What follows belongs to an exercise in optimizing a design on an open flow for a short achievable clock period and few clock cycles; a production flow would make more cautious choices. In this exercise RTL edits were held to simulation tests only and were not proved equivalent to the original.

==> flow/design.v <==
`timescale 1ns / 1ps
`default_nettype none
module Nbit_reg #(parameter n=1, r=0)
   (input  wire [n-1:0] in,
    output wire [n-1:0] out,
    input  wire         clk,
    input  wire         we,
    input  wire         gwe,
    input  wire         rst
    );
   reg [n-1:0] state;
   assign out = state;
   always @(posedge clk) 
     begin 
       if (gwe & rst) 
         state <= r;
       else if (gwe & we) 
         state <= in; 
     end
endmodule
`timescale 1ns / 1ps
`default_nettype none
module lc4_decoder(input  wire [15:0] insn,
                   output wire [ 2:0] r1sel,       
                   output wire        r1re,
                   output wire [ 2:0] r2sel,       
                   output wire        r2re,
                   output wire [ 2:0] wsel,        
                   output wire        regfile_we,
                   output wire        nzp_we,
                   output wire        is_load,
                   output wire        is_store,
                   output wire        is_br,       
                   output wire        is_jdir,     
                   output wire        is_jind,     
                   output wire        is_div,      
                   output wire        is_mul,
                   output wire        is_pcp1      
                   );
   wire [3:0] op = insn[15:12];
   wire is_arith   = (op == 4'h1);
   wire is_cmp     = (op == 4'h2);
   wire is_jsr     = (insn[15:11] == 5'b01001);
   wire is_jsrr    = (insn[15:11] == 5'b01000);
   wire is_logic   = (op == 4'h5);
   wire is_ldr     = (op == 4'h6);
   wire is_str     = (op == 4'h7);
   wire is_rti     = (op == 4'h8);
   wire is_const   = (op == 4'h9);
   wire is_shift   = (op == 4'hA);
   wire is_jmpr    = (insn[15:11] == 5'b11000);
   wire is_jmp     = (insn[15:11] == 5'b11001);
   wire is_hiconst = (op == 4'hD);
   wire is_trap    = (op == 4'hF);
   wire is_mod     = is_shift & (insn[5:4] == 2'b11);
   assign r1sel = (is_cmp | is_hiconst) ? insn[11:9] : is_rti ? 3'd7 : insn[8:6];
   assign r1re  = is_arith | is_cmp | is_jsrr | is_logic | is_ldr | is_str | is_rti |
                  is_shift | is_jmpr | is_hiconst;
   assign r2sel = is_str ? insn[11:9] : insn[2:0];
   assign r2re  = (is_arith & ~insn[5]) | (is_cmp & ~insn[8]) |
                  (is_logic & ~insn[5] & (insn[4:3] != 2'b01)) | is_str | is_mod;
   assign wsel  = (is_jsr | is_jsrr | is_trap) ? 3'd7 : insn[11:9];
   assign regfile_we = is_arith | is_jsr | is_jsrr | is_logic | is_ldr | is_const |
                       is_shift | is_hiconst | is_trap;
   assign nzp_we   = regfile_we | is_cmp;
   assign is_load  = is_ldr;
   assign is_store = is_str;
   assign is_br    = (op == 4'h0) & (insn[11:9] != 3'b000);
   assign is_jdir  = is_jmp | is_jsr | is_trap;
   assign is_jind  = is_jmpr | is_jsrr | is_rti;
   assign is_div   = (is_arith & (insn[5:3] == 3'b011)) | is_mod;
   assign is_mul   = is_arith & (insn[5:3] == 3'b001);
   assign is_pcp1  = is_jsr | is_jsrr | is_trap;
endmodule
`timescale 1ns / 1ps
`default_nettype none
module lc4_divider
  (input  wire        clk,
   input  wire        gwe,
   input  wire        start,
   input  wire [15:0] i_dividend,
   input  wire [15:0] i_divisor,
   output wire [15:0] o_remainder,
   output wire [15:0] o_quotient);
   reg [15:0] s_rem, s_dvd, s_dsr;
   reg [17:0] s_dsr3;
   function [31:0] step4;
      input [31:0] st;
      input [15:0] d;
      input [17:0] d3;
      reg [17:0] r4;
      reg [18:0] t1, t2, t3;
      begin
         r4 = {st[31:16], st[15:14]};
         t1 = {1'b0, r4} - {3'b000, d};
         t2 = {1'b0, r4} - {2'b00, d, 1'b0};
         t3 = {1'b0, r4} - {1'b0, d3};
         if (!t3[18])      step4 = {t3[15:0], st[13:0], 2'd3};
         else if (!t2[18]) step4 = {t2[15:0], st[13:0], 2'd2};
         else if (!t1[18]) step4 = {t1[15:0], st[13:0], 2'd1};
         else              step4 = {r4[15:0], st[13:0], 2'd0};
      end
   endfunction
   wire [0:0] fr1;
   wire [1:0] fr2;
   wire [2:0] fr3;
   wire [3:0] fr4;
   wire [3:0] fq;
   wire       g1 = (i_divisor[15:1] == 15'd0) & ({i_dividend[15]} >= i_divisor[0:0]);
   assign fr1 = g1 ? {i_dividend[15]} - i_divisor[0:0] : {i_dividend[15]};
   wire [1:0] c2 = {fr1, i_dividend[14]};
   wire       g2 = (i_divisor[15:2] == 14'd0) & (c2 >= i_divisor[1:0]);
   assign fr2 = g2 ? c2 - i_divisor[1:0] : c2;
   wire [2:0] c3 = {fr2, i_dividend[13]};
   wire       g3 = (i_divisor[15:3] == 13'd0) & (c3 >= i_divisor[2:0]);
   assign fr3 = g3 ? c3 - i_divisor[2:0] : c3;
   wire [3:0] c4 = {fr3, i_dividend[12]};
   wire       g4 = (i_divisor[15:4] == 12'd0) & (c4 >= i_divisor[3:0]);
   assign fr4 = g4 ? c4 - i_divisor[3:0] : c4;
   assign fq = {g1, g2, g3, g4};
   wire [31:0] f4 = {12'h000, fr4, i_dividend[11:0], fq};
   wire [31:0] n1 = step4({s_rem, s_dvd}, s_dsr, s_dsr3);
   wire [31:0] n2 = step4(n1, s_dsr, s_dsr3);
   always @(posedge clk) begin
      if (gwe) begin
         if (start) begin
            s_rem  <= f4[31:16];
            s_dvd  <= f4[15:0];
            s_dsr  <= i_divisor;
            s_dsr3 <= {2'b00, i_divisor} + {1'b0, i_divisor, 1'b0};
         end else begin
            s_rem <= n2[31:16];
            s_dvd <= n2[15:0];
         end
      end
   end
   wire dz = (s_dsr == 16'h0000);
   assign o_remainder = dz ? 16'h0000 : n2[31:16];
   assign o_quotient  = dz ? 16'h0000 : n2[15:0];
endmodule
`timescale 1ns / 1ps
`default_nettype none
module lc4_alu(input  wire [15:0] i_insn,
               input  wire [15:0] i_pcp1,
               input  wire [15:0] i_r1data,
               input  wire [15:0] i_r2data,
               input  wire [15:0] i_m1,       
               input  wire [15:0] i_m2,
               output wire [15:0] o_result,
               output reg  [15:0] o_fast);    
   wire [15:0] rs = i_r1data;
   wire [15:0] rt = i_r2data;
   wire [15:0] sx5 = {{11{i_insn[4]}}, i_insn[4:0]};
   wire        cmp_signed = ~i_insn[7];
   wire [16:0] c1 = {cmp_signed & rs[15], rs};
   wire [16:0] c2 = i_insn[8] ? (cmp_signed ? {{10{i_insn[6]}}, i_insn[6:0]} : {10'h0, i_insn[6:0]})
                              : {cmp_signed & rt[15], rt};
   wire [16:0] cd = c1 - c2;
   wire [15:0] cmp_res = (c1 == c2) ? 16'h0000 : cd[16] ? 16'hFFFF : 16'h0001;
   wire [31:0] sra32 = {{16{rs[15]}}, rs} >> i_insn[3:0];
   wire [15:0] sra = sra32[15:0];
   wire is_mul = (i_insn[15:12] == 4'h1) & (i_insn[5:3] == 3'b001);
   wire [15:0] mul = i_m1 * i_m2;
   assign o_result = is_mul ? mul : o_fast;
   always @(*) begin
      case (i_insn[15:12])
        4'h1: begin
           if (i_insn[5]) o_fast = rs + sx5;
           else case (i_insn[4:3])
                  2'd0: o_fast = rs + rt;
                  2'd1: o_fast = 16'h0000;
                  2'd2: o_fast = rs - rt;
                  default: o_fast = 16'h0000;
                endcase
        end
        4'h2: o_fast = cmp_res;
        4'h5: begin
           if (i_insn[5]) o_fast = rs & sx5;
           else case (i_insn[4:3])
                  2'd0: o_fast = rs & rt;
                  2'd1: o_fast = ~rs;
                  2'd2: o_fast = rs | rt;
                  default: o_fast = rs ^ rt;
                endcase
        end
        4'h9: o_fast = {{7{i_insn[8]}}, i_insn[8:0]};
        4'hA: case (i_insn[5:4])
                2'd0: o_fast = rs << i_insn[3:0];
                2'd1: o_fast = sra;
                2'd2: o_fast = rs >> i_insn[3:0];
                default: o_fast = 16'h0000;
              endcase
        4'hD: o_fast = {i_insn[7:0], rs[7:0]};
        4'h4, 4'hF: o_fast = i_pcp1;
        default: o_fast = 16'h0000;
      endcase
   end
endmodule
`timescale 1ns / 1ps
`default_nettype none
module lc4_regfile_ss #(parameter n = 16)
   (input  wire         clk,
    input  wire         gwe,
    input  wire         rst,
    input  wire [  2:0] i_rs_A,
    output wire [n-1:0] o_rs_data_A,
    input  wire [  2:0] i_rt_A,
    output wire [n-1:0] o_rt_data_A,
    input  wire [  2:0] i_rs_B,
    output wire [n-1:0] o_rs_data_B,
    input  wire [  2:0] i_rt_B,
    output wire [n-1:0] o_rt_data_B,
    input  wire [  2:0] i_rd_A,
    input  wire [n-1:0] i_wdata_A,
    input  wire         i_rd_we_A,
    input  wire [  2:0] i_rd_B,
    input  wire [n-1:0] i_wdata_B,
    input  wire         i_rd_we_B);
   reg [n-1:0] r [0:7];
   integer i;
   always @(posedge clk) begin
      if (gwe) begin
         for (i = 0; i < 8; i = i + 1) begin
            if (rst) r[i] <= {n{1'b0}};
            else if (i_rd_we_B && i_rd_B == i) r[i] <= i_wdata_B;
            else if (i_rd_we_A && i_rd_A == i) r[i] <= i_wdata_A;
         end
      end
   end
   wire [n-1:0] q0 = r[0], q1 = r[1], q2 = r[2], q3 = r[3], q4 = r[4], q5 = r[5], q6 = r[6], q7 = r[7];
   function [n-1:0] rd;
      input [2:0] s;
      input weA, weB;
      input [2:0] dA, dB;
      input [n-1:0] wA, wB, v0, v1, v2, v3, v4, v5, v6, v7;
      begin
         if (weB && dB == s) rd = wB;
         else if (weA && dA == s) rd = wA;
         else case (s)
           3'd0: rd = v0; 3'd1: rd = v1; 3'd2: rd = v2; 3'd3: rd = v3;
           3'd4: rd = v4; 3'd5: rd = v5; 3'd6: rd = v6; default: rd = v7;
         endcase
      end
   endfunction
   assign o_rs_data_A = rd(i_rs_A, i_rd_we_A, i_rd_we_B, i_rd_A, i_rd_B, i_wdata_A, i_wdata_B, q0, q1, q2, q3, q4, q5, q6, q7);
   assign o_rt_data_A = rd(i_rt_A, i_rd_we_A, i_rd_we_B, i_rd_A, i_rd_B, i_wdata_A, i_wdata_B, q0, q1, q2, q3, q4, q5, q6, q7);
   assign o_rs_data_B = rd(i_rs_B, i_rd_we_A, i_rd_we_B, i_rd_A, i_rd_B, i_wdata_A, i_wdata_B, q0, q1, q2, q3, q4, q5, q6, q7);
   assign o_rt_data_B = rd(i_rt_B, i_rd_we_A, i_rd_we_B, i_rd_A, i_rd_B, i_wdata_A, i_wdata_B, q0, q1, q2, q3, q4, q5, q6, q7);
endmodule
`timescale 1ns / 1ps
`default_nettype none
module lc4_processor(input wire         clk,
                     input wire         rst,
                     input wire         gwe,
                     output wire [15:0] o_cur_pc,
                     input wire [15:0]  i_cur_insn_A,
                     input wire [15:0]  i_cur_insn_B,
                     output wire [15:0] o_dmem_addr,
                     input wire [15:0]  i_cur_dmem_data,
                     output wire        o_dmem_we,
                     output wire [15:0] o_dmem_towrite,
                     output wire [ 1:0] test_stall_A,
                     output wire [ 1:0] test_stall_B,
                     output wire [15:0] test_cur_pc_A,
                     output wire [15:0] test_cur_pc_B,
                     output wire [15:0] test_cur_insn_A,
                     output wire [15:0] test_cur_insn_B,
                     output wire        test_regfile_we_A,
                     output wire        test_regfile_we_B,
                     output wire [ 2:0] test_regfile_wsel_A,
                     output wire [ 2:0] test_regfile_wsel_B,
                     output wire [15:0] test_regfile_data_A,
                     output wire [15:0] test_regfile_data_B,
                     output wire        test_nzp_we_A,
                     output wire        test_nzp_we_B,
                     output wire [ 2:0] test_nzp_new_bits_A,
                     output wire [ 2:0] test_nzp_new_bits_B,
                     output wire        test_dmem_we_A,
                     output wire        test_dmem_we_B,
                     output wire [15:0] test_dmem_addr_A,
                     output wire [15:0] test_dmem_addr_B,
                     output wire [15:0] test_dmem_data_A,
                     output wire [15:0] test_dmem_data_B
                     );
   localparam DIV_N     = 3;      
   localparam ALT_FETCH = 1'b1;
   localparam ALT_MINQ  = 3'd1;
   localparam D_RESOLVE = 1'b1;
   localparam CASCADE   = 1'b1;
   localparam EARLY_LD  = 1'b1;
   localparam EARLY_ST  = 1'b1;
   localparam DIV_PRE   = 1'b0;
   localparam SPLIT_BR  = 1'b0;   
   function [2:0] nzp_of;
      input [15:0] v;
      begin
         nzp_of = v[15] ? 3'b100 : (v == 16'h0000) ? 3'b010 : 3'b001;
      end
   endfunction
   reg [15:0] f_pc;
   reg        f_alt;         
   reg        f_altB;        
   reg [15:0] f_resume;      
   reg [3:0]  q_v;
   reg [15:0] q_insn [0:3];
   reg [15:0] q_pc   [0:3];
   reg [15:0] q_pnpc [0:3];
   reg [15:0] q_pcp1 [0:3];
   reg [3:0]  q_pn;                  
   localparam BTB_AW = 5;                  
   localparam BTB_N  = 1 << BTB_AW;
   reg        btb_v   [0:BTB_N-1];
   reg [1:0]  btb_c   [0:BTB_N-1];            
   reg [15:0] btb_ti  [0:BTB_N-1];            
   reg        btb_tiv [0:BTB_N-1];
   reg        fill_pend;                      
   reg [BTB_AW-1:0] fill_idx;                 
   reg        buA_ind, buB_ind;
   reg [15:BTB_AW] btb_tag [0:BTB_N-1];
   reg [15:0] btb_tgt [0:BTB_N-1];
   reg        buA_set, buA_clr, buB_set, buB_clr;    
   reg        buA_hit, buB_hit;
   reg [15:0] buA_pc, buA_tgt, buB_pc, buB_tgt;
   reg        xA_v, xB_v;
   reg [15:0] xA_insn, xB_insn, xA_pc, xB_pc, xA_pcp1, xB_pcp1;
   reg [15:0] xA_pnpc, xB_pnpc, xA_tgt, xB_tgt;
   reg        xA_badt, xB_badt, xA_badnt, xB_badnt;
   reg        xA_we, xB_we, xA_nzw, xB_nzw, xA_ld, xB_ld, xA_st, xB_st;
   reg        xB_c1, xB_c2;
   reg        xA_early, xB_early, xA_nl, xB_nl;   
   reg        xA_est, mA_est;                     
   reg [15:0] xA_esd;
   reg        xA_br, xB_br, xA_jd, xB_jd, xA_ji, xB_ji, xA_div, xA_mul, xB_mul;
   reg [2:0]  xA_rd, xB_rd;
   reg [15:0] xA_op1, xA_op2, xB_op1, xB_op2;
   reg [3:0]  xA_s1, xA_s2, xB_s1, xB_s2;      
   reg [4:0]  xA_sd;                           
   reg [5:0]  xB_sd;                           
   reg [3:0]  xA_ns;                           
   reg [4:0]  xB_ns;                           
   reg [2:0]  div_cnt;
   reg        x_hold_r;
   reg        xA_pre;        
   reg        mA_v, mB_v;
   reg [15:0] mA_insn, mB_insn, mA_pc, mB_pc, mA_res, mB_res;
   reg        mA_we, mB_we, mA_nzw, mB_nzw, mA_ld, mB_ld, mA_st, mB_st;
   reg        mA_lt, mA_dv;      
   reg [2:0]  mA_rd, mB_rd, mA_nzp, mB_nzp;
   reg [15:0] mem_addr, mem_wdata;
   reg        mem_we;
   reg [1:0]  wA_stall, wB_stall;
   reg [15:0] wA_insn, wB_insn, wA_pc, wB_pc, wA_data, wB_data;
   reg        wA_we, wB_we, wA_nzw, wB_nzw, wA_st, wB_st;
   reg [2:0]  wA_rd, wB_rd, wA_nzp, wB_nzp;
   reg [15:0] mA_daddr, mB_daddr, wA_daddr, wB_daddr, wA_ddata, wB_ddata;
   reg [2:0]  nzp_reg;
   wire [15:0] f_pcp1 = f_pc + 16'd1;
   wire [1:0]  buA_c = btb_c[buA_pc[BTB_AW-1:0]];
   wire [1:0]  buB_c = btb_c[buB_pc[BTB_AW-1:0]];
   wire [15:0] f_pcp2 = f_pc + 16'd2;
   wire [BTB_AW-1:0] bi0 = f_pc[BTB_AW-1:0];
   wire [BTB_AW-1:0] bi1 = f_pcp1[BTB_AW-1:0];
   wire        hit0 = btb_v[bi0] & btb_c[bi0][1] & (btb_tag[bi0] == f_pc[15:BTB_AW]);
   wire        hit1 = btb_v[bi1] & btb_c[bi1][1] & (btb_tag[bi1] == f_pcp1[15:BTB_AW]);
   wire [15:0] tgt0 = btb_tgt[bi0];
   wire [15:0] tgt1 = btb_tgt[bi1];
   wire [15:0] pnpc0 = hit0 ? tgt0 : f_pcp1;
   wire [15:0] pnpc1 = hit1 ? tgt1 : f_pcp2;
   wire        pn0 = ~hit0 | (tgt0 == f_pcp1);
   wire        pn1 = ~hit1 | (tgt1 == f_pcp2);
   wire        tic0 = hit0 & btb_tiv[bi0];
   wire [15:0] tgt0p1 = tgt0 + 16'd1;
   wire        fv1 = ~hit0 | tic0;
   wire [15:0] f1_insn = tic0 ? btb_ti[bi0] : i_cur_insn_B;
   wire [15:0] f1_pc   = tic0 ? tgt0 : f_pcp1;
   wire [15:0] f1_pnpc = tic0 ? tgt0p1 : pnpc1;
   wire [15:0] f1_pcp1 = tic0 ? tgt0p1 : f_pcp2;
   wire        f1_pn   = tic0 | pn1;
   wire [15:0] f_pred = hit0 ? (tic0 ? tgt0p1 : tgt0) : hit1 ? tgt1 : f_pcp2;
   assign o_cur_pc = f_pc;
   wire [15:0] dA_insn = q_insn[0], dB_insn = q_insn[1];
   wire [15:0] dA_pc = q_pc[0], dB_pc = q_pc[1];
   wire [15:0] dA_pnpc = q_pnpc[0], dB_pnpc = q_pnpc[1];
   wire [15:0] dA_pcp1 = q_pcp1[0], dB_pcp1 = q_pcp1[1];
   wire        dA_v = q_v[0], dB_v = q_v[1];
   wire [2:0] dA_r1, dA_r2, dA_rd, dB_r1, dB_r2, dB_rd;
   wire dA_r1re, dA_r2re, dA_we, dA_nzw, dA_ld, dA_st, dA_br, dA_jd, dA_ji, dA_div, dA_mul, dA_pcp1s;
   wire dB_r1re, dB_r2re, dB_we, dB_nzw, dB_ld, dB_st, dB_br, dB_jd, dB_ji, dB_div, dB_mul, dB_pcp1s;
   lc4_decoder decA(.insn(dA_insn), .r1sel(dA_r1), .r1re(dA_r1re), .r2sel(dA_r2), .r2re(dA_r2re),
                    .wsel(dA_rd), .regfile_we(dA_we), .nzp_we(dA_nzw), .is_load(dA_ld), .is_store(dA_st),
                    .is_br(dA_br), .is_jdir(dA_jd), .is_jind(dA_ji), .is_div(dA_div), .is_mul(dA_mul),
                    .is_pcp1(dA_pcp1s));
   lc4_decoder decB(.insn(dB_insn), .r1sel(dB_r1), .r1re(dB_r1re), .r2sel(dB_r2), .r2re(dB_r2re),
                    .wsel(dB_rd), .regfile_we(dB_we), .nzp_we(dB_nzw), .is_load(dB_ld), .is_store(dB_st),
                    .is_br(dB_br), .is_jdir(dB_jd), .is_jind(dB_ji), .is_div(dB_div), .is_mul(dB_mul),
                    .is_pcp1(dB_pcp1s));
   wire [15:0] rf_A1, rf_A2, rf_B1, rf_B2;
   lc4_regfile_ss regfile(.clk(clk), .gwe(gwe), .rst(rst),
                          .i_rs_A(dA_r1), .o_rs_data_A(rf_A1), .i_rt_A(dA_r2), .o_rt_data_A(rf_A2),
                          .i_rs_B(dB_r1), .o_rs_data_B(rf_B1), .i_rt_B(dB_r2), .o_rt_data_B(rf_B2),
                          .i_rd_A(wA_rd), .i_wdata_A(wA_data), .i_rd_we_A(wA_we),
                          .i_rd_B(wB_rd), .i_wdata_B(wB_data), .i_rd_we_B(wB_we));
   function [15:0] dtarget;
      input [15:0] insn;
      input [15:0] pc;
      input [15:0] pcp1;
      begin
         case (insn[15:12])
           4'h0:    dtarget = pcp1 + {{7{insn[8]}}, insn[8:0]};
           4'hC:    dtarget = pcp1 + {{5{insn[10]}}, insn[10:0]};
           4'h4:    dtarget = {pc[15], insn[10:0], 4'h0};
           4'hF:    dtarget = {8'h80, insn[7:0]};
           default: dtarget = pcp1;
         endcase
      end
   endfunction
   wire [15:0] dA_tgt = dtarget(dA_insn, dA_pc, dA_pcp1);
   wire [15:0] dB_tgt = dtarget(dB_insn, dB_pc, dB_pcp1);
   wire dA_eqt = (dA_pnpc == dA_tgt), dB_eqt = (dB_pnpc == dB_tgt);
   wire dA_eqn = q_pn[0], dB_eqn = q_pn[1];
   wire dA_al = dA_jd | (dA_br & (dA_insn[11:9] == 3'b111));
   wire dB_al = dB_jd | (dB_br & (dB_insn[11:9] == 3'b111));
   wire [15:0] fastA, fastB;
   wire hXB = xB_v & xB_nzw, hXA = xA_v & xA_nzw, hMB = mB_v & mB_nzw, hMA = mA_v & mA_nzw;
   wire [2:0] d_nzp = hXB ? nzp_of(fastB) : hXA ? nzp_of(fastA) : hMB ? mB_nzp : hMA ? mA_nzp :
                      wB_nzw ? wB_nzp : wA_nzw ? wA_nzp : nzp_reg;
   wire d_nzp_ok = hXB ? ~(xB_ld | xB_mul | xB_c1 | xB_c2) : hXA ? ~(xA_ld | xA_mul | xA_div) :
                   hMB ? ~mB_ld : hMA ? ~mA_lt : 1'b1;
   wire dA_res = dA_br & ~dA_al & d_nzp_ok & D_RESOLVE;
   wire dB_res = dB_br & ~dB_al & d_nzp_ok & ~dA_nzw & D_RESOLVE;
   wire dA_tk = |(dA_insn[11:9] & d_nzp);
   wire dB_tk = |(dB_insn[11:9] & d_nzp);
   wire dA_mis_s = dA_al ? ~dA_eqt : dA_br ? (~dA_res & ~(dA_eqt | dA_eqn)) : dA_ji ? 1'b0 : ~dA_eqn;
   wire dB_mis_s = dB_al ? ~dB_eqt : dB_br ? (~dB_res & ~(dB_eqt | dB_eqn)) : dB_ji ? 1'b0 : ~dB_eqn;
   wire dA_mis = dA_mis_s | (dA_res & (dA_tk ? ~dA_eqt : ~dA_eqn));
   wire dB_mis = dB_mis_s | (dB_res & (dB_tk ? ~dB_eqt : ~dB_eqn));
   wire dA_pt = dA_al | (dA_res ? dA_tk : dA_eqt);
   wire dB_pt = dB_al | (dB_res ? dB_tk : dB_eqt);
   wire [15:0] dA_np = dA_pt ? dA_tgt : dA_pcp1;     
   wire [15:0] dB_np = dB_pt ? dB_tgt : dB_pcp1;
   wire dA_o0 = (dA_insn[8:0] == 9'd0), dB_o0 = (dB_insn[8:0] == 9'd0);
   function [4:0] fwd;    
      input [2:0] r;
      input xbv, xbwe, xbld; input [2:0] xbrd;
      input xav, xawe, xald; input [2:0] xard;
      input mbv, mbwe;       input [2:0] mbrd;
      input mav, mawe;       input [2:0] mard;
      reg hxb, hxa, hmb, hma;
      begin
         hxb = xbv & xbwe & (xbrd == r);
         hxa = xav & xawe & (xard == r);
         hmb = mbv & mbwe & (mbrd == r);
         hma = mav & mawe & (mard == r);
         fwd[4] = (hxb & xbld) | (~hxb & hxa & xald);
         fwd[3] = hxb;
         fwd[2] = ~hxb & hxa;
         fwd[1] = ~hxb & ~hxa & hmb;
         fwd[0] = ~hxb & ~hxa & ~hmb & hma;
      end
   endfunction
   wire [4:0] fA1 = fwd(dA_r1, xB_v, xB_we, xB_nl, xB_rd, xA_v, xA_we, xA_nl | xA_div, xA_rd, mB_v, mB_we, mB_rd, mA_v, mA_we, mA_rd);
   wire [4:0] fA2 = fwd(dA_r2, xB_v, xB_we, xB_nl, xB_rd, xA_v, xA_we, xA_nl | xA_div, xA_rd, mB_v, mB_we, mB_rd, mA_v, mA_we, mA_rd);
   wire [4:0] fB1 = fwd(dB_r1, xB_v, xB_we, xB_nl, xB_rd, xA_v, xA_we, xA_nl | xA_div, xA_rd, mB_v, mB_we, mB_rd, mA_v, mA_we, mA_rd);
   wire [4:0] fB2 = fwd(dB_r2, xB_v, xB_we, xB_nl, xB_rd, xA_v, xA_we, xA_nl | xA_div, xA_rd, mB_v, mB_we, mB_rd, mA_v, mA_we, mA_rd);
   wire [4:0] fN  = fwd(3'd0, xB_v, xB_nzw, xB_nl, 3'd0, xA_v, xA_nzw, xA_nl | xA_div, 3'd0, mB_v, mB_nzw, 3'd0, mA_v, mA_nzw, 3'd0);
   wire hB1 = dA_we & (dA_rd == dB_r1);
   wire hB2 = dA_we & (dA_rd == dB_r2);
   wire x_hold;
   wire x_misp;
   wire stallA = (dA_r1re & fA1[4]) | (dA_r2re & ~dA_st & fA2[4]) | (dA_br & fN[4]) |
                 (dA_st & ~fA2[3] & fA2[2] & xA_div);
   wire casc_ok = CASCADE & ~dA_ld & ~dA_mul & ~dA_div & ~dB_mul & ~dB_div & ~dB_ji;
   wire dB_c1 = dB_r1re & hB1;
   wire dB_c2 = dB_r2re & ~dB_st & hB2;
   wire stallB = (dB_st & ~hB2 & ~fB2[3] & fB2[2] & xA_div) |
                 (dB_r1re & (hB1 ? ~casc_ok : fB1[4])) |
                 (dB_r2re & ~dB_st & (hB2 ? ~casc_ok : fB2[4])) |
                 (dB_br & (dA_nzw ? (dA_ld | dA_mul | dA_div | (SPLIT_BR & ~dB_al)) : fN[4]));
   wire issA = dA_v & ~x_hold & ~stallA;
   wire x_nmem = (xA_v & (xA_nl | (xA_st & ~xA_est))) | (xB_v & (xB_nl | xB_st));   
   wire xB_fast = ~xB_ld & ~xB_mul & ~xB_c1 & ~xB_c2;
   wire xA_fast = ~xA_ld & ~xA_mul & ~xA_div;
   function known;
      input [4:0] f;
      input xbf, xaf, mbl, mal;
      begin
         known = ~(f[3] & ~xbf) & ~(f[2] & ~xaf) & ~(f[1] & mbl) & ~(f[0] & mal);
      end
   endfunction
   function [15:0] dval;
      input [4:0] f;
      input [15:0] xb, xa, mb, ma, rf;
      begin
         dval = f[3] ? xb : f[2] ? xa : f[1] ? mb : f[0] ? ma : rf;
      end
   endfunction
   wire kA1 = known(fA1, xB_fast, xA_fast, mB_ld, mA_lt);
   wire kA2 = known(fA2, xB_fast, xA_fast, mB_ld, mA_lt);
   wire kB1 = known(fB1, xB_fast, xA_fast, mB_ld, mA_lt);
   wire eA_ok = EARLY_LD & dA_ld & ~x_nmem & kA1;
   wire eB_ok = EARLY_LD & dB_ld & ~x_nmem & kB1 &
                ~hB1 & ~dA_st & ~(dA_ld & eA_ok) & ~dA_div;
   wire [15:0] baseA = dval(fA1, fastB, fastA, mB_res, mA_res, rf_A1);
   wire [15:0] baseB = dval(fB1, fastB, fastA, mB_res, mA_res, rf_B1);
   wire [15:0] eaddrA = baseA + {{10{dA_insn[5]}}, dA_insn[5:0]};
   wire [15:0] eaddrB = baseB + {{10{dB_insn[5]}}, dB_insn[5:0]};
   wire esA_ok = EARLY_ST & dA_st & ~x_nmem & kA1 & kA2;
   wire [15:0] esdA = dval(fA2, fastB, fastA, mB_res, mA_res, rf_A2);
   wire mem2_ok = (dA_ld & eA_ok) | (dA_ld & dB_ld & eB_ok) | (dA_st & esA_ok);
   wire divB_ok = ~dB_br & ~dB_jd & ~dB_ji & ~hB1 & ~hB2;
   wire issB = issA & dB_v & ~stallB & ~dA_mis_s & (~dA_div | divB_ok) & ~dB_div &
               ~((dA_ld | dA_st) & (dB_ld | dB_st) & ~mem2_ok);
   wire d_redir = ~x_misp & ((issA & dA_mis) | (issB & dB_mis));
   wire [15:0] d_tgt = (issA & dA_mis) ? dA_np : dB_np;
   function [15:0] byp;
      input [3:0] s;
      input [15:0] v, mb, ma, wb, wa;
      begin
         byp = ({16{s[3]}} & mb) | ({16{s[2]}} & ma) | ({16{s[1]}} & wb) | ({16{s[0]}} & wa) |
               ({16{~|s}} & v);
      end
   endfunction
   wire [15:0] opA1 = byp(xA_s1, xA_op1, mB_res, mA_res, wB_data, wA_data);
   wire [15:0] opA2 = byp(xA_s2, xA_op2, mB_res, mA_res, wB_data, wA_data);
   wire [15:0] opB1 = byp(xB_s1, xB_op1, mB_res, mA_res, wB_data, wA_data);
   wire [15:0] opB2 = byp(xB_s2, xB_op2, mB_res, mA_res, wB_data, wA_data);
   wire [15:0] opB1c = xB_c1 ? fastA : opB1;
   wire [15:0] opB2c = xB_c2 ? fastA : opB2;
   wire [15:0] aluA, aluB;
   lc4_alu alu_A(.i_insn(xA_insn), .i_pcp1(xA_pcp1), .i_r1data(opA1), .i_r2data(opA2),
                 .i_m1(opA1), .i_m2(opA2), .o_result(aluA), .o_fast(fastA));
   lc4_alu alu_B(.i_insn(xB_insn), .i_pcp1(xB_pcp1), .i_r1data(opB1c), .i_r2data(opB2c),
                 .i_m1(opB1), .i_m2(opB2), .o_result(aluB), .o_fast());
   lc4_alu alu_Bn(.i_insn(xB_insn), .i_pcp1(xB_pcp1), .i_r1data(opB1), .i_r2data(opB2),
                  .i_m1(16'h0000), .i_m2(16'h0000), .o_result(), .o_fast(fastB));
   wire [15:0] div_rem, div_quo;
   wire div_pre = DIV_PRE & dA_div & ~fA1[3] & ~fA1[2] & ~(fA1[1] & mB_ld) & ~(fA1[0] & mA_lt) &
                  ~fA2[3] & ~fA2[2] & ~(fA2[1] & mB_ld) & ~(fA2[0] & mA_lt);
   wire [15:0] dvA1 = fA1[1] ? mB_res : fA1[0] ? mA_res : rf_A1;
   wire [15:0] dvA2 = fA2[1] ? mB_res : fA2[0] ? mA_res : rf_A2;
   wire div_pre_go = issA & div_pre;
   wire div_start = div_pre_go | (xA_v & xA_div & ~xA_pre & (div_cnt == 3'd0));
   lc4_divider divider
     (.clk(clk), .gwe(gwe), .start(div_start),
      .i_dividend(div_pre_go ? dvA1 : opA1), .i_divisor(div_pre_go ? dvA2 : opA2),
      .o_remainder(div_rem), .o_quotient(div_quo));
   assign x_hold = x_hold_r;     
   wire [15:0] resA = xA_est ? xA_esd : xA_early ? i_cur_dmem_data : aluA;
   wire [15:0] divres = mA_insn[15] ? div_rem : div_quo;
   wire [15:0] resB = xB_early ? i_cur_dmem_data : aluB;
   wire [15:0] addrA = opA1 + {{10{xA_insn[5]}}, xA_insn[5:0]};
   wire [15:0] addrB = opB1c + {{10{xB_insn[5]}}, xB_insn[5:0]};
   wire [15:0] sdA = xA_sd[4] ? i_cur_dmem_data : byp(xA_sd[3:0], xA_op2, mB_res, mA_res, wB_data, wA_data);
   wire [15:0] sdB = xB_sd[5] ? aluA : xB_sd[4] ? i_cur_dmem_data :
                     byp(xB_sd[3:0], xB_op2, mB_res, mA_res, wB_data, wA_data);
   wire [2:0] nzA = xA_ns[3] ? mB_nzp : xA_ns[2] ? mA_nzp : xA_ns[1] ? wB_nzp : xA_ns[0] ? wA_nzp : nzp_reg;
   wire [2:0] nzB = xB_ns[4] ? nzp_of(fastA) :
                    xB_ns[3] ? mB_nzp : xB_ns[2] ? mA_nzp : xB_ns[1] ? wB_nzp : xB_ns[0] ? wA_nzp : nzp_reg;
   wire tkA = |(xA_insn[11:9] & nzA);
   wire tkB = |(xB_insn[11:9] & nzB);
   wire mpA = xA_v & ((xA_br & (tkA ? xA_badt : xA_badnt)) | (xA_ji & (opA1 != xA_pnpc)));
   wire mpB = xB_v & ~mpA & ((xB_br & (tkB ? xB_badt : xB_badnt)) | (xB_ji & (opB1 != xB_pnpc)));
   assign x_misp = mpA | mpB;
   wire [15:0] actA = xA_ji ? opA1 : tkA ? xA_tgt : xA_pcp1;
   wire [15:0] actB = xB_ji ? opB1 : tkB ? xB_tgt : xB_pcp1;
   wire [15:0] x_tgt = mpA ? actA : actB;
   wire uA = xA_v & (xA_br | xA_jd | xA_ji);
   wire uB = xB_v & ~mpA & (xB_br | xB_jd | xB_ji);
   wire takA = ~xA_br | tkA;
   wire takB = ~xB_br | tkB;
   wire [15:0] ctA = xA_ji ? opA1 : xA_tgt;
   wire [15:0] ctB = xB_ji ? opB1 : xB_tgt;
   wire [2:0] q_n = q_v[0] + q_v[1] + q_v[2] + q_v[3];
   wire [1:0] q_k = issA + issB;
   wire [2:0] q_pos = q_n - q_k;
   wire alt_ok_A = dA_br & ~dA_al & ~dA_res & ~dA_o0;
   wire alt_ok_B = dB_br & ~dB_al & ~dB_res & ~dB_o0;
   wire alt_start = ~x_misp & ~d_redir & ALT_FETCH &
                    ((issA & alt_ok_A) | (issB & alt_ok_B)) & (q_pos >= ALT_MINQ);
   wire alt_useB = ~(issA & alt_ok_A);
   wire [15:0] alt_pc = alt_useB ? (dB_eqt ? dB_pcp1 : dB_tgt) : (dA_eqt ? dA_pcp1 : dA_tgt);
   wire alt_hit = f_alt & (f_altB ? mpB : mpA);
   wire       f_acc = alt_hit | (~f_alt & ~x_misp & ~d_redir & (q_pos <= 3'd2));
   wire       q_flush = x_misp | d_redir;
   wire [2:0] ins_pos = alt_hit ? 3'd0 : q_pos;
   wire [15:0] main_next = f_alt ? f_resume : f_acc ? f_pred : f_pc;
   integer i, j;
   reg [3:0]  nq_v;
   reg [15:0] nq_insn [0:3];
   reg [15:0] nq_pc   [0:3];
   reg [15:0] nq_pnpc [0:3];
   reg [15:0] nq_pcp1 [0:3];
   reg [3:0]  nq_pn;
   always @(*) begin
      for (i = 0; i < 4; i = i + 1) begin
         if (i + q_k < 4) begin
            nq_v[i]    = q_v[i + q_k];
            nq_insn[i] = q_insn[i + q_k];
            nq_pc[i]   = q_pc[i + q_k];
            nq_pnpc[i] = q_pnpc[i + q_k];
            nq_pcp1[i] = q_pcp1[i + q_k];
            nq_pn[i]   = q_pn[i + q_k];
         end else begin
            nq_v[i]    = 1'b0;
            nq_insn[i] = q_insn[3];
            nq_pc[i]   = q_pc[3];
            nq_pnpc[i] = q_pnpc[3];
            nq_pcp1[i] = q_pcp1[3];
            nq_pn[i]   = q_pn[3];
         end
         if (q_pos == i) begin
            nq_insn[i] = i_cur_insn_A;
            nq_pc[i]   = f_pc;
            nq_pnpc[i] = pnpc0;
            nq_pcp1[i] = f_pcp1;
            nq_pn[i]   = pn0;
         end
         if (q_pos + 1 == i) begin
            nq_insn[i] = f1_insn;
            nq_pc[i]   = f1_pc;
            nq_pnpc[i] = f1_pnpc;
            nq_pcp1[i] = f1_pcp1;
            nq_pn[i]   = f1_pn;
         end
         if (alt_hit && i == 0) begin
            nq_insn[i] = i_cur_insn_A;
            nq_pc[i]   = f_pc;
            nq_pnpc[i] = pnpc0;
            nq_pcp1[i] = f_pcp1;
            nq_pn[i]   = pn0;
         end
         if (alt_hit && i == 1) begin
            nq_insn[i] = f1_insn;
            nq_pc[i]   = f1_pc;
            nq_pnpc[i] = f1_pnpc;
            nq_pcp1[i] = f1_pcp1;
            nq_pn[i]   = f1_pn;
         end
         if (q_flush) nq_v[i] = 1'b0;
         if (f_acc && ins_pos == i) nq_v[i] = 1'b1;
         if (f_acc && ins_pos + 1 == i) nq_v[i] = fv1;
      end
   end
   always @(posedge clk) begin
      if (gwe) begin
         if (rst) begin
            f_pc <= 16'h8200;
            f_alt <= 1'b0;
            q_v <= 4'b0000;
            for (j = 0; j < BTB_N; j = j + 1) begin
               btb_v[j] <= 1'b0;
               btb_tiv[j] <= 1'b0;
            end
            fill_pend <= 1'b0;
            buA_set <= 1'b0; buA_clr <= 1'b0; buB_set <= 1'b0; buB_clr <= 1'b0;
            x_hold_r <= 1'b0;
            xA_v <= 1'b0; xB_v <= 1'b0;
            div_cnt <= 3'd0;
            mA_v <= 1'b0; mB_v <= 1'b0; mem_we <= 1'b0;
            wA_stall <= 2'd2; wB_stall <= 2'd2;
            wA_we <= 1'b0; wB_we <= 1'b0; wA_nzw <= 1'b0; wB_nzw <= 1'b0;
            nzp_reg <= 3'b000;
         end else begin
            f_pc <= alt_hit ? f_pred : x_misp ? x_tgt : d_redir ? d_tgt : alt_start ? alt_pc : main_next;
            f_alt <= alt_start;
            f_altB <= alt_useB;
            if (alt_start) f_resume <= main_next;
            q_v <= nq_v;
            q_pn <= nq_pn;
            fill_pend <= hit0 & ~btb_tiv[bi0] &
                         (alt_hit | (~x_misp & ~d_redir & ~alt_start & ~f_alt & f_acc)) &
                         ~(buA_set & (buA_pc[BTB_AW-1:0] == bi0)) & ~(buB_set & (buB_pc[BTB_AW-1:0] == bi0));
            fill_idx <= bi0;
            if (fill_pend) begin
               btb_ti[fill_idx] <= i_cur_insn_A;
               btb_tiv[fill_idx] <= 1'b1;
            end
            buA_ind <= xA_ji; buB_ind <= xB_ji;
            buA_set <= uA & takA;
            buA_clr <= uA & ~takA;
            buA_hit <= btb_v[xA_pc[BTB_AW-1:0]] & (btb_tag[xA_pc[BTB_AW-1:0]] == xA_pc[15:BTB_AW]);
            buB_set <= uB & takB;
            buB_clr <= uB & ~takB;
            buB_hit <= btb_v[xB_pc[BTB_AW-1:0]] & (btb_tag[xB_pc[BTB_AW-1:0]] == xB_pc[15:BTB_AW]);
            if (buA_set) begin
               btb_v[buA_pc[BTB_AW-1:0]] <= 1'b1;
               btb_tag[buA_pc[BTB_AW-1:0]] <= buA_pc[15:BTB_AW];
               btb_tgt[buA_pc[BTB_AW-1:0]] <= buA_tgt;
               btb_c[buA_pc[BTB_AW-1:0]] <= ~buA_hit ? 2'd3 : (buA_c == 2'd3) ? 2'd3 : buA_c + 2'd1;
               if (~buA_hit | buA_ind) btb_tiv[buA_pc[BTB_AW-1:0]] <= 1'b0;
            end else if (buA_clr & buA_hit)
               btb_c[buA_pc[BTB_AW-1:0]] <= (buA_c == 2'd0) ? 2'd0 : buA_c - 2'd1;
            if (buB_set) begin
               btb_v[buB_pc[BTB_AW-1:0]] <= 1'b1;
               btb_tag[buB_pc[BTB_AW-1:0]] <= buB_pc[15:BTB_AW];
               btb_tgt[buB_pc[BTB_AW-1:0]] <= buB_tgt;
               btb_c[buB_pc[BTB_AW-1:0]] <= ~buB_hit ? 2'd3 : (buB_c == 2'd3) ? 2'd3 : buB_c + 2'd1;
               if (~buB_hit | buB_ind) btb_tiv[buB_pc[BTB_AW-1:0]] <= 1'b0;
            end else if (buB_clr & buB_hit)
               btb_c[buB_pc[BTB_AW-1:0]] <= (buB_c == 2'd0) ? 2'd0 : buB_c - 2'd1;
            div_cnt <= x_hold ? div_cnt + 3'd1 : 3'd0;
            x_hold_r <= x_hold ? (div_cnt != (xA_pre ? DIV_N - 3 : DIV_N - 2)) : (issA & dA_div & ~x_misp);
            if (~x_hold) begin
               xA_v <= issA & ~x_misp;
               xB_v <= issB & ~x_misp & ~dA_mis;
            end
            mA_v <= xA_v & ~x_hold;
            mB_v <= xB_v & ~mpA & ~x_hold;
            mem_we <= (((xA_v & xA_st & ~xA_est) | (xB_v & xB_st & ~mpA)) & ~x_hold) |
                      (issA & esA_ok & ~x_misp);
            wA_stall <= mA_v ? 2'd0 : 2'd2;
            wB_stall <= mB_v ? 2'd0 : 2'd2;
            wA_we <= mA_v & mA_we;
            wB_we <= mB_v & mB_we;
            wA_nzw <= mA_v & mA_nzw;
            wB_nzw <= mB_v & mB_nzw;
            if (wB_nzw) nzp_reg <= wB_nzp;
            else if (wA_nzw) nzp_reg <= wA_nzp;
         end
         for (j = 0; j < 4; j = j + 1) begin
            q_insn[j] <= nq_insn[j];
            q_pc[j]   <= nq_pc[j];
            q_pnpc[j] <= nq_pnpc[j];
            q_pcp1[j] <= nq_pcp1[j];
         end
         if (~x_hold) begin
            xA_insn <= dA_insn; xA_pc <= dA_pc; xA_pcp1 <= dA_pcp1; xA_pnpc <= dA_pnpc; xA_tgt <= dA_tgt;
            xA_badt <= ~dA_pt & ~dA_o0; xA_badnt <= dA_pt & ~dA_o0;
            xA_we <= dA_we; xA_nzw <= dA_nzw; xA_ld <= dA_ld; xA_st <= dA_st;
            xA_early <= eA_ok; xA_nl <= dA_ld & ~eA_ok;
            xA_est <= esA_ok; xA_esd <= esdA;
            xA_br <= dA_br; xA_jd <= dA_jd; xA_ji <= dA_ji; xA_div <= dA_div; xA_pre <= div_pre; xA_mul <= dA_mul; xA_rd <= dA_rd;
            xA_op1 <= rf_A1; xA_op2 <= rf_A2;
            xA_s1 <= fA1[3:0]; xA_s2 <= fA2[3:0];
            xA_sd <= {fA2[4], fA2[3] & ~xB_nl, fA2[2] & ~xA_nl, fA2[1:0]};
            xA_ns <= fN[3:0];
            xB_insn <= dB_insn; xB_pc <= dB_pc; xB_pcp1 <= dB_pcp1; xB_pnpc <= dB_pnpc; xB_tgt <= dB_tgt;
            xB_badt <= ~dB_pt & ~dB_o0; xB_badnt <= dB_pt & ~dB_o0;
            xB_we <= dB_we; xB_nzw <= dB_nzw; xB_ld <= dB_ld; xB_st <= dB_st;
            xB_early <= eB_ok; xB_nl <= dB_ld & ~eB_ok;
            xB_br <= dB_br; xB_jd <= dB_jd; xB_ji <= dB_ji; xB_mul <= dB_mul; xB_c1 <= dB_c1; xB_c2 <= dB_c2; xB_rd <= dB_rd;
            xB_op1 <= rf_B1; xB_op2 <= rf_B2;
            xB_s1 <= fB1[3:0]; xB_s2 <= fB2[3:0];
            xB_sd <= hB2 ? (dA_ld ? 6'b010000 : 6'b100000) :
                     {1'b0, fB2[4], fB2[3] & ~xB_nl, fB2[2] & ~xA_nl, fB2[1:0]};
            xB_ns <= dA_nzw ? 5'b10000 : {1'b0, fN[3:0]};
         end else begin
            xB_op1 <= opB1; xB_op2 <= xB_st ? sdB : opB2;
            xB_s1 <= 4'd0; xB_s2 <= 4'd0; xB_sd <= 6'd0;
         end
         buA_pc <= xA_pc; buA_tgt <= ctA; buB_pc <= xB_pc; buB_tgt <= ctB;
         mA_insn <= xA_insn; mA_pc <= xA_pc; mA_res <= resA; mA_nzp <= nzp_of(resA);
         mA_we <= xA_we; mA_nzw <= xA_nzw; mA_ld <= xA_nl; mA_lt <= xA_nl | xA_div; mA_dv <= xA_div; mA_st <= xA_st; mA_est <= xA_est; mA_rd <= xA_rd;
         mB_insn <= xB_insn; mB_pc <= xB_pc; mB_res <= resB; mB_nzp <= nzp_of(resB);
         mB_we <= xB_we; mB_nzw <= xB_nzw; mB_ld <= xB_nl; mB_st <= xB_st; mB_rd <= xB_rd;
         mem_addr <= x_nmem ? ((xA_v & (xA_nl | (xA_st & ~xA_est))) ? addrA : addrB) :
                     (issA & (eA_ok | esA_ok)) ? eaddrA : eaddrB;
         mA_daddr <= (xA_early | xA_est) ? mem_addr : addrA;
         mB_daddr <= xB_early ? mem_addr : addrB;
         mem_wdata <= (xA_v & xA_st & ~xA_est) ? sdA : (xB_v & xB_st) ? sdB : esdA;
         wA_insn <= mA_insn; wA_pc <= mA_pc; wA_rd <= mA_rd; wA_st <= mA_st;
         wA_data <= mA_ld ? i_cur_dmem_data : mA_dv ? divres : mA_res;
         wA_nzp  <= mA_ld ? nzp_of(i_cur_dmem_data) : mA_dv ? nzp_of(divres) : mA_nzp;
         wB_insn <= mB_insn; wB_pc <= mB_pc; wB_rd <= mB_rd; wB_st <= mB_st;
         wB_data <= mB_ld ? i_cur_dmem_data : mB_res;
         wB_nzp  <= mB_ld ? nzp_of(i_cur_dmem_data) : mB_nzp;
         wA_daddr <= mA_daddr;
         wB_daddr <= mB_daddr;
         wA_ddata <= mA_ld ? i_cur_dmem_data : (mA_st & ~mA_est) ? mem_wdata : mA_res;
         wB_ddata <= mB_ld ? i_cur_dmem_data : mB_st ? mem_wdata : mB_res;
      end
   end
   assign o_dmem_addr    = mem_addr;
   assign o_dmem_we      = mem_we;
   assign o_dmem_towrite = mem_wdata;
   assign test_stall_A        = wA_stall;
   assign test_stall_B        = wB_stall;
   assign test_cur_pc_A       = wA_pc;
   assign test_cur_pc_B       = wB_pc;
   assign test_cur_insn_A     = wA_insn;
   assign test_cur_insn_B     = wB_insn;
   assign test_regfile_we_A   = wA_we;
   assign test_regfile_we_B   = wB_we;
   assign test_regfile_wsel_A = wA_rd;
   assign test_regfile_wsel_B = wB_rd;
   assign test_regfile_data_A = wA_data;
   assign test_regfile_data_B = wB_data;
   assign test_nzp_we_A       = wA_nzw;
   assign test_nzp_we_B       = wB_nzw;
   assign test_nzp_new_bits_A = wA_nzp;
   assign test_nzp_new_bits_B = wB_nzp;
   assign test_dmem_we_A      = wA_st;
   assign test_dmem_we_B      = wB_st;
   assign test_dmem_addr_A    = wA_daddr;
   assign test_dmem_addr_B    = wB_daddr;
   assign test_dmem_data_A    = wA_ddata;
   assign test_dmem_data_B    = wB_ddata;
endmodule
==> flow/flow/run.sh <==
#!/bin/bash
# Own layout flow: the standard ORFS flow, with timing repair asked to
# leave 31 ns of setup slack at the 40 ns clock, so that repair_timing works
# on every path longer than 9 ns instead of stopping once 40 ns is met.
# The clock, constraints, synthesis, floorplan, power grid and tap cells are
# the standard ones. make's full output goes to layout.log in this folder;
# ORFS's per-step logs stay under orfs/logs.
set -euo pipefail
bash standard.sh SETUP_SLACK_MARGIN=31 finish > layout.log 2>&1
==> flow/standard.sh <==
#!/bin/bash
# synth_recipe.tcl (not shown) runs the flow's synth.tcl, then flattens the netlist and writes it again
# the make line also repeats each setting of config.mk as NAME=value (left out here)
make -C /OpenROAD-flow-scripts/flow DESIGN_CONFIG=/design/flow/config.mk WORK_HOME=/design/flow/orfs CLKGATE_MAP_FILE= SYNTH_SCRIPT=/design/flow/synth_recipe.tcl "${@:-finish}"
==> flow/config.mk <==
export PLATFORM = sky130hd
export DESIGN_NAME = lc4_processor
export DESIGN_NICKNAME = lc4_processor
export VERILOG_FILES = /design/flow/design.v
export SDC_FILE = /design/flow/constraint.sdc
export NUM_CORES = 4
export LEC_CHECK = 0
export CAP_MARGIN = 30
export CORE_MARGIN = 2
export CORE_UTILIZATION = 50
export SLEW_MARGIN = 30
==> flow/constraint.sdc <==
create_clock -name core_clock -period 40.0 [get_ports {clk}]
set_input_delay 8.0000 -clock core_clock [delete_from_list [all_inputs] [get_ports {clk}]]
set_output_delay 8.0000 -clock core_clock [all_outputs]
set_load 0.01 [all_outputs]
==> notes.md <==
[cell usage in the layout (no fill, tap or decap), types with 128 or more instances in the layout]
cell,n
edfxtp_1,2659
nand2_1,2059
nor2_1,1137
a21oi_1,1101
mux4_2,1021
buf_4,992
o21ai_0,920
inv_1,598
ha_1,561
mux2_4,556
xnor2_1,424
clkbuf_16,409
nand3_1,384
mux2i_1,361
mux2_2,316
buf_12,299
o211ai_1,267
a22oi_1,260
buf_6,255
a211oi_1,246
fa_1,180
buf_2,167
nor3_1,156
xor2_1,144
a21o_1,133
o22ai_1,128
[layer usage]
metal | vias to the layer above | track usage | wire (µm)
li1 | 70000 | - | -
met2 | 16600 | 0.702 | 422000
met4 | 73 | 0.430 | 125000
met5 | - | 0 | 2010
met3 | 5243 | 0.125 | 143000
met1 | 87500 | 0.570 | 328000
[synthesized netlist by cell type (124+ instances only)]
cell      instances
edfxtp_1       2659
ha_1            575
clkbuf_1       1282
a22oi_1         265
nand3_1         403
o22ai_1         177
mux2i_1         379
o21ai_0         982
a211oi_1        271
mux4_2         1021
nand2_1        2233
inv_1           638
mux2_2          872
fa_1            182
xor2_1          149
o211ai_1        267
a21oi_1        1143
xnor2_1         429
nor2_1         1252
a22o_1          124
buf_1           190
nor3_1          192
a21o_1          134
[stage by stage]
stage / hold WS [ns] / cells / setup WS [ns] / area [µm²] / utilization
CTS: 0.418 / 23600 / 30.19 / 227000 / 0.590
global placement: 0.402 / 22400 / 26.55 / 207000 / 0.537
finish: 0.417 / 24100 / 30.18 / 236000 / 0.613
global route: 0.424 / 24100 / 30.21 / 236000 / 0.613
floorplan: 0.400 / 17900 / 27.34 / 198000 / -
detailed placement: 0.405 / 22500 / 26.49 / 208000 / 0.539
[path summary, 6_finish.rpt]
kind	start	to	slack [ns]	cells past startpoint
setup / recovery	f_pc[5]	o_cur_pc[5]	30.18	2
hold / removal	mB_daddr[11]	wB_daddr[11]	0.42	0
setup reg to reg	wA_data[9]	mB_nzp[0]	31.05	31
hold reg to reg	mB_daddr[11]	wB_daddr[11]	0.42	0
[cells by family (layout without fill, tap and decap cells)]
kind of cell | count (synthesis) | after routing | synth area share
fa+ha+maj | 761 | 761 | 0.0563
other cells | 1 | 58 | 0.0000194
mux | 2272 | 2272 | 0.190
buf+inv | 2226 | 3266 | 0.0441
xor+xnor | 578 | 578 | 0.0262
compound gates | 4411 | 4416 | 0.148
simple gates | 4917 | 4941 | 0.113
flops | 2748 | 2748 | 0.423
[repair_timing]
action / CTS / global route
gates resized for setup: 1799 / 782
endpoints found under the setup margin: 4204 / 3070
buffers inserted: 499 / 288
cloned: 83 / 121
pin swaps: 116 / 246
[area by class of cell]
type / count / area (µm²)
Timing Repair inverter: 2 / 25.0
Inverter: 659 / 2650
Tap cell: 5060 / 6330
Clock inverter: 182 / 1890
Clock buffer: 393 / 8410
Antenna cell: 56 / 140
Sequential cell: 2748 / 81700
Fill cell: 30700 / 149000
Multi-Input combinational cell: 13000 / 111000
Timing Repair Buffer: 2030 / 24200
==> impl_metrics.ini <==
[die]
die_w_um = 625
ioPinCount = 282
rows = 228
die_y_um = 625
die-area_um2 = 391000
core_area_um2 = 385000
start_util = 0.501

[outcome]
status = finished with violations
violatedChecks = max-capacitance violations, max-slew violations

[worst_setup_path]
cpMostUsedCell = buf_12
cp_slowest_stage_delay_ns = 0.44
slowest_stage = edfxtp_1
cpLargestDelayFamily = flip-flops
path_cells = buf_12 > buf_12
worst_ep_arrival_time_ns = 1.82
criticalPathCategory = flop to output port
critPathRequiredTime_ns = 32.00
crit_buf_inv = 2
startpoint_type = flop
end_kind = output port
crit_fanout = 2

[yosys]
ys.flop_type = edfxtp_1
syn_area_per_cell_um2 = 10.8
yosys_warnings = 13
synth_cell_types = 111
synth_cells = 17900
syn_area_um2 = 193000
ys_ff_latch = 2748
synth_edf_count = 2659
yosysSeqAreaShare = 0.423
synth_top_cell_area_share = 0.414
async_reset_ff_frac = 0
synth.area.top_cells = edfxtp_1 41%, mux4_2 12%, mux2_2 5.1%, nand2_1 4.3%, ha_1 3.7%
synth_area_leader_cell = edfxtp_1

[sta]
setup_tns_ns = 0
final.period_utilization = 0.246
slew_viol_final = 9
skew_ns = 0.101
finalSetupViolCount = 0
worst_pin_slew_ns = 2.01
period_minus_slack_ns = 9.82
hold_violations = 0
clock.fmax_mhz = 102
rsz0062_at_grt = true
max_slew_margin = -0.342

[min_path]
hold_path.class = flop to flop

[placed_design]
dp_hpwl_mm = 630
gp_congestion = 1.05
io_buffers = 279

[clock_network]
clk_pin_slew_worst_paths_ns = 0.06
cts_root_buf = clkbuf_16
hold_buffers = 0
clock_sink_count = 2748
numCtsBuffers = 319
cts_tree = yes
h-tree-depth = 5
cts.path.max_buffers = 4
clock_latency_ns = 1.05

[grt]
grt_max_degree = 186
grt_pass1_wl_mm = 1300
grtUsageTotal = 0.475
overflow = 0
grt_pass1_vias = 160000
antenna_found_initial = 71

[job]
drv_cap = 2

[routing]
dr.first_iter.drc_count = 31100
routed_wl_mm = 1020
dr.pass1.iters = 12
vias_per_cell = 7.44
vias = 179000
drc = 0
routedWlPerCell_um = 42.3
ant_nets = 0

[final_layout]
syn2layout_area_growth_pct = 22.3
drive_gt1_frac = 0.278
nNetsFinal = 19500
Testbench counts, summed over its fixed seeds: cycles 19,097.

-- port drivers added, routing unchanged --
Ports are ideal in the flow. The routed layout listed here was re-timed in OpenROAD. Step 1 assumes that a clkbuf_16 drives the clock port and a buf_2 every other input. Step 2 moves the port delays by t, midway between the first and last clock arrival at a register: inputs arrive t later, outputs are due t later. That takes back most of the time a late clock gives input paths. Slacks: ideal ports / drivers / drivers and shift; pairs: ideal ports / drivers.
t (ns): 1.133
slack for setup (ns): 30.175 / 30.048 / 28.950
hold WS [ns]: 0.417 / 0.417 / 0.417
clock arrival spread, ns: 0.121 / 0.121
worst data-port slew with drivers (ns): 0.63
For this run, drivers alone change the setup slack by -0.127 ns; drivers and shift together by -1.225 ns.
